Context: an optimization exercise on an open-source flow, tuned for small area and a short achievable clock period. The choices shown serve that exercise and are no tape-out recipe.
In this exercise RTL edits were held to simulation tests only and were not proved equivalent to the original.
Power figures rest on the tool's default switching activity, not on a simulated workload.

Setup of P:
==> flow/design.v (excerpt) <==
module ALU_Top #(parameter width = 16 ,
                   Arith_width = width + width ,
                   Logic_width = width,
                   CMP_width   = width,
                   Shift_width = width)(
input wire [width-1:0] A,
input wire [width-1:0] B,
input wire CLK,
input wire RST,
input wire [3:0] ALU_FUN,
output reg  [Arith_width-1:0]  Arith_OUT,
output reg                     Carry_OUT,
output reg                     Arith_Flag,
output reg  [Logic_width-1:0]  Logic_OUT,
output reg                     Logic_Flag,
output reg  [CMP_width-1:0]    CMP_OUT,
output reg                     CMP_Flag,
output reg  [Shift_width-1:0]  Shift_OUT,
output reg                     Shift_Flag
);
wire Arith_Enable, Logic_Enable, CMP_Enable, Shift_Enable;
DECODER u_decoder(
.ALU_FUN(ALU_FUN[3:2]),
.Arith_Enable(Arith_Enable),
.Logic_Enable(Logic_Enable),
.CMP_Enable(CMP_Enable),
.Shift_Enable(Shift_Enable)
);
wire        sub = ALU_FUN[0] | ALU_FUN[3];
wire [15:0] bx  = B ^ {16{sub}};
wire [15:0] s16;
wire [16:0] cy;
assign cy[0] = sub;
genvar gi;
  ...
Size in the first run: ~3,000 cells after synthesis, about 71 flip-flops.
==> flow/config.mk <==
export PLATFORM = sky130hd
export DESIGN_NAME = ALU_Top
export DESIGN_NICKNAME = ALU_Top
export VERILOG_FILES = /design/flow/design.v
export SDC_FILE = /design/flow/constraint.sdc
export NUM_CORES = 4
export LEC_CHECK = 0
export ABC_AREA = 1
export CAP_MARGIN = 20
export CORE_MARGIN = 2
export CORE_UTILIZATION = 40
export SLEW_MARGIN = 20
==> flow/constraint.sdc <==
create_clock -name core_clock -period 95.0 [get_ports {CLK}]
set_input_delay 19.0000 -clock core_clock [delete_from_list [all_inputs] [get_ports {CLK}]]
set_output_delay 19.0000 -clock core_clock [all_outputs]
set_load 0.01 [all_outputs]
standard.sh (not shown) runs the stock make flow with config.mk's settings and CLKGATE_MAP_FILE= SYNTH_SCRIPT=/design/flow/synth_recipe.tcl, a recipe that flattens the netlist after the stock synthesis.
==> flow/flow/run.sh <==
#!/bin/bash
set -euo pipefail
W=$(pwd)
ABC_SCRIPT="$W/flow/abc_map.script"
{
  head -n 1 synth_recipe.tcl
  cat <<EOT
proc abc {args} {
  set i [lsearch -exact \$args -script]
  if {\$i >= 0} { lset args [expr {\$i + 1}] {$ABC_SCRIPT} }
  puts "own flow: abc \$args"
  yosys abc {*}\$args
}
EOT
  tail -n +2 synth_recipe.tcl
} > own_synth.tcl
grep -q '^SYNTH_SCRIPT=\|SYNTH_SCRIPT=' standard.sh
sed "s#SYNTH_SCRIPT=[^ ']*#SYNTH_SCRIPT=$W/own_synth.tcl#" standard.sh > own_standard.sh
grep -q "SYNTH_SCRIPT=$W/own_synth.tcl" own_standard.sh
bash own_standard.sh > own_flow_make.log 2>&1
test -f out/final.def
==> flow/flow/abc_map.script <==
strash
dch
map -B 0.9
topo
stime -c
buffer -c
dnsize -c
The following lists how Q was set up differently from P:
==> flow/run.sh (new file) <==
#!/bin/bash
# synth_recipe.tcl (not shown) runs the flow's synth.tcl, then flattens the netlist and writes it again
# the make line also repeats each setting of config.mk as NAME=value (left out here)
make -C /OpenROAD-flow-scripts/flow DESIGN_CONFIG=/design/flow/config.mk WORK_HOME=/design/flow/orfs CLKGATE_MAP_FILE= SYNTH_SCRIPT=/design/flow/synth_recipe.tcl finish
removed: flow/flow/run.sh
removed: flow/flow/abc_map.script
removed: flow/standard.sh
Results
- Compared to P, the router laid down more metal wire for Q.
- Insertion delay to the later sink of the worst-skew pair was lower in Q than in P.
- Going from P to Q, the minimum clock period after layout was found to have gone down by 4.36 ns.

* * *

ALU_Top, a different RTL version from the one above (not shown whole).
Size: roughly 2500 cells after synthesis, about 71 flip-flops, ~120 I/O pins.
clock: 95.0 ns
lec_check: 0
abc_area: 1
cap_margin: 20
core_margin: 2
core_utilization: 40
slew_margin: 20
run.sh (not shown) runs the stock make flow with config.mk's settings and CLKGATE_MAP_FILE= SYNTH_SCRIPT=/design/flow/synth_recipe.tcl, a recipe that flattens the netlist after the stock synthesis.
Stock flow here: none of the scripts above is used.
The first run went through all stages and came out clean.
Then changed:
==> flow/flow/run.sh (new file) <==
#!/bin/bash
# Own flow: the standard layout (standard.sh, unchanged synthesis, floorplan, placement, CTS
# and routing) with one setting changed: every input and output port still gets its buffer, but
# the port buffers are sky130_fd_sc_hd__buf_2 instead of the delay-buffer cell
# (clkdlybuf4s50_1) that buffer_ports otherwise picks, which is twice the area and slow.
# make's output goes to flow_make.log here; ORFS keeps each step's log under orfs/logs/.
set -euo pipefail
bash standard.sh "BUFFER_PORTS_ARGS=-buffer_cell sky130_fd_sc_hd__buf_2" finish > flow_make.log 2>&1
test -f out/final.def
==> flow/standard.sh (new file) <==
#!/bin/bash
# synth_recipe.tcl (not shown) runs the flow's synth.tcl, then flattens the netlist and writes it again
# the make line also repeats each setting of config.mk as NAME=value (left out here)
make -C /OpenROAD-flow-scripts/flow DESIGN_CONFIG=/design/flow/config.mk WORK_HOME=/design/flow/orfs CLKGATE_MAP_FILE= SYNTH_SCRIPT=/design/flow/synth_recipe.tcl "${@:-finish}"
removed: flow/run.sh
Synthesized area does not change. Worst hold slack degrades by 0.018 ns. Setup slack gains 0.15 ns. Die area is unchanged. Clock skew is unchanged. Combinational power came out lower slightly. Non-clock buffer count fell by 11. Clock power is higher by a few percent. Sequential power is about the same. Power went down slightly. Utilization went down by 1.4 points.
Then changed:
==> flow/run.sh (new file) <==
#!/bin/bash
# synth_recipe.tcl (not shown) runs the flow's synth.tcl, then flattens the netlist and writes it again
# the make line also repeats each setting of config.mk as NAME=value (left out here)
make -C /OpenROAD-flow-scripts/flow DESIGN_CONFIG=/design/flow/config.mk WORK_HOME=/design/flow/orfs CLKGATE_MAP_FILE= SYNTH_SCRIPT=/design/flow/synth_recipe.tcl finish
--- a/flow/config.mk
+++ b/flow/config.mk
@@ -10,3 +10,4 @@
 export CORE_MARGIN = 2
 export CORE_UTILIZATION = 40
+export GPL_TIMING_DRIVEN = 0
 export SLEW_MARGIN = 20
removed: flow/flow/run.sh
removed: flow/standard.sh
After rerunning:
- clock skew is unchanged
- area after synthesis is unchanged
- maximum frequency shrinks by 1.2%
- count of clock-buffer cells in the layout is unchanged
- sequential share of layout area shrinks by 0.53 points
- clock power grows by about 1%
- global-route usage grows by 1.5 points
- utilization grows by 2.4 points
- cell area grows by 5.6%
- setup slack loses 0.47 ns
- hold slack loses 0.0065 ns
Then changed:
--- a/flow/config.mk
+++ b/flow/config.mk
@@ -10,4 +10,3 @@
 export CORE_MARGIN = 2
 export CORE_UTILIZATION = 40
-export GPL_TIMING_DRIVEN = 0
-export SLEW_MARGIN = 20
+export SLEW_MARGIN = 70
- The new run passed the timing, design-rule and antenna checks
- fmax is higher by 1.7%
- via count went down by 1.4%
- first-iteration DRC count goes down by 2.0%
- core utilization falls by 0.16 points
- total power is lower by 0.94%
- combinational power came out lower by about 1%
- count of clock-buffer cells in the layout is unchanged
- wire length shrinks by 3.5%
- global-route usage drops by 1.1 points
- clock power went up by about 2%
- synthesized cell count stays the same

* * *

Another version of the RTL of ALU_Top (not shown whole).
Size: roughly 3100 cells after synthesis, ~120 I/O pins, roughly 0.020 mm2 of cells after synthesis.
make LEC_CHECK=0 ABC_AREA=1 CAP_MARGIN=20 CORE_MARGIN=2 CORE_UTILIZATION=70 PLACE_DENSITY=0.8 SLEW_MARGIN=20 finish   # period 95.0 ns
Stock flow here: none of the scripts above is used.
The starting point ran to the end with no violations.
Rerun with:
==> flow/flow/run.sh (new file) <==
#!/bin/bash
set -euo pipefail
W=$(pwd)
ABC_SCRIPT="$W/flow/abc_map.script"
{
  head -n 1 synth_recipe.tcl
  cat <<EOT
proc abc {args} {
  set i [lsearch -exact \$args -script]
  if {\$i >= 0} { lset args [expr {\$i + 1}] {$ABC_SCRIPT} }
  puts "own flow: abc \$args"
  yosys abc {*}\$args
}
EOT
  tail -n +2 synth_recipe.tcl
} > own_synth.tcl
grep -q '^SYNTH_SCRIPT=\|SYNTH_SCRIPT=' standard.sh
sed "s#SYNTH_SCRIPT=[^ ']*#SYNTH_SCRIPT=$W/own_synth.tcl#" standard.sh > own_standard.sh
grep -q "SYNTH_SCRIPT=$W/own_synth.tcl" own_standard.sh
bash own_standard.sh > own_flow_make.log 2>&1
test -f out/final.def
==> flow/flow/abc_map.script (new file) <==
strash
dch
map -D 18000
topo
stime -c
buffer -c
upsize -c
dnsize -c
==> flow/standard.sh (new file) <==
#!/bin/bash
# synth_recipe.tcl (not shown) runs the flow's synth.tcl, then flattens the netlist and writes it again
# the make line also repeats each setting of config.mk as NAME=value (left out here)
make -C /OpenROAD-flow-scripts/flow DESIGN_CONFIG=/design/flow/config.mk WORK_HOME=/design/flow/orfs CLKGATE_MAP_FILE= SYNTH_SCRIPT=/design/flow/synth_recipe.tcl "${@:-finish}"
--- a/flow/config.mk
+++ b/flow/config.mk
@@ -10,4 +10,3 @@
 export CORE_MARGIN = 2
-export CORE_UTILIZATION = 70
-export PLACE_DENSITY = 0.8
+export CORE_UTILIZATION = 40
 export SLEW_MARGIN = 20
removed: flow/run.sh
Cell area went down by roughly a tenth.
Total power went up by roughly a tenth.
Setup slack is worse by 5600 ps.
Maximum frequency went down by roughly a tenth.
Non-clock buffer count went up by 2.
Die area went up by well over a third.
Synthesized cell count went down by a quarter to a third.
Synthesized area went down by about a fifth.
Flip-flop and latch count stays the same.
Clock-buffer cell count went up by 4.

* * *

== run A ==
ALU_Top, a different RTL version from the one above (not shown whole).
Size in the first run: roughly 2500 cells after synthesis, ~71 flip-flops, about 120 I/O pins, roughly 17000 µm² of cells after synthesis.
Settings: LEC_CHECK=0, ABC_AREA=1, CAP_MARGIN=20, CORE_MARGIN=2, CORE_UTILIZATION=40, PLACE_DENSITY=0.75, SLEW_MARGIN=20; clock period 95.0 ns.
Stock flow here: none of the scripts above is used.
Changes in run B relative to run A:
- PLACE_DENSITY: 0.75 -> unset
==> comparison <==
- Higher minimum period implied by the final worst setup slack goes to run A over run B.
- Taking run A as the reference, in run B final setup slack of the worst path went up by 160 ps; wire length after detailed routing shows an increase of about 1.2%; count of final setup violators stayed essentially flat; largest stage delay on the critical path has decreased.
- Run A and run B ended up with nearly the same summed area of non-filler cells in the final layout.
- Looking at the reports, run B completed the entire flow and the layout it produced met the timing, design-rule and antenna checks.
- As of run B, total power had fallen slightly compared to run A.
- Changes observed in run B relative to run A: post-placement setup slack went up, met1 global-route usage rose by 2.2 points, overflow left after global routing closely matched the old numbers, switching share of power has decreased.

## what the ideal ports hide
Ports are ideal in the flow. The routed layouts listed here were re-timed in OpenROAD.
Step 1 (the two cells are an assumption about what drives the block):
set clk [get_ports {CLK}]
set_driving_cell -lib_cell sky130_fd_sc_hd__clkbuf_16 $clk
set_driving_cell -lib_cell sky130_fd_sc_hd__buf_2 [delete_from_list [all_inputs] $clk]
Step 2 moves the port delays by t, midway between the first and last clock arrival at a register: inputs arrive t later, outputs are due t later. That takes back most of the time a late clock gives input paths.
a / b / c = no drivers / after step 1 / after step 2; a / b = the first two.
run	t, ns	setup WS [ns]	hold slack, ns	worst setup path at the end	worst slew at a driven data input, ns
P	0.420	53.347 / 53.369 / 52.949	0.500 / 0.500 / 0.500	input to register	0.07
Q	0.403	57.710 / 57.733 / 57.330	0.509 / 0.509 / 0.509	input to register	0.06
the first run of note 2	0.393	56.558 / 56.584 / 56.191	0.539 / 0.539 / 0.539	input to register	0.05
the second run of note 2	0.414	56.710 / 56.689 / 56.275	0.521 / 0.521 / 0.521	input to register	0.09
the third run of note 2	0.417	56.241 / 56.264 / 55.847	0.514 / 0.514 / 0.514	input to register	0.06
the fourth run of note 2	0.394	56.884 / 56.905 / 56.511	0.542 / 0.542 / 0.542	input to register	0.05
the first run of note 3	0.396	56.326 / 56.320 / 55.924	0.507 / 0.507 / 0.507	input to register	0.05
the second run of note 3	0.425	50.749 / 50.768 / 50.343	0.484 / 0.484 / 0.484	input to register	0.08
run A	0.382	55.735 / 55.747 / 55.365	0.541 / 0.541 / 0.541	input to register	0.08
run B	0.402	55.896 / 55.910 / 55.507	0.518 / 0.518 / 0.518	input to register	0.07
After both steps every run listed still meets setup and hold. The setup slack of the second run of note 2, which loses most, moves by -0.021 ns with the drivers and by -0.435 ns with both steps.
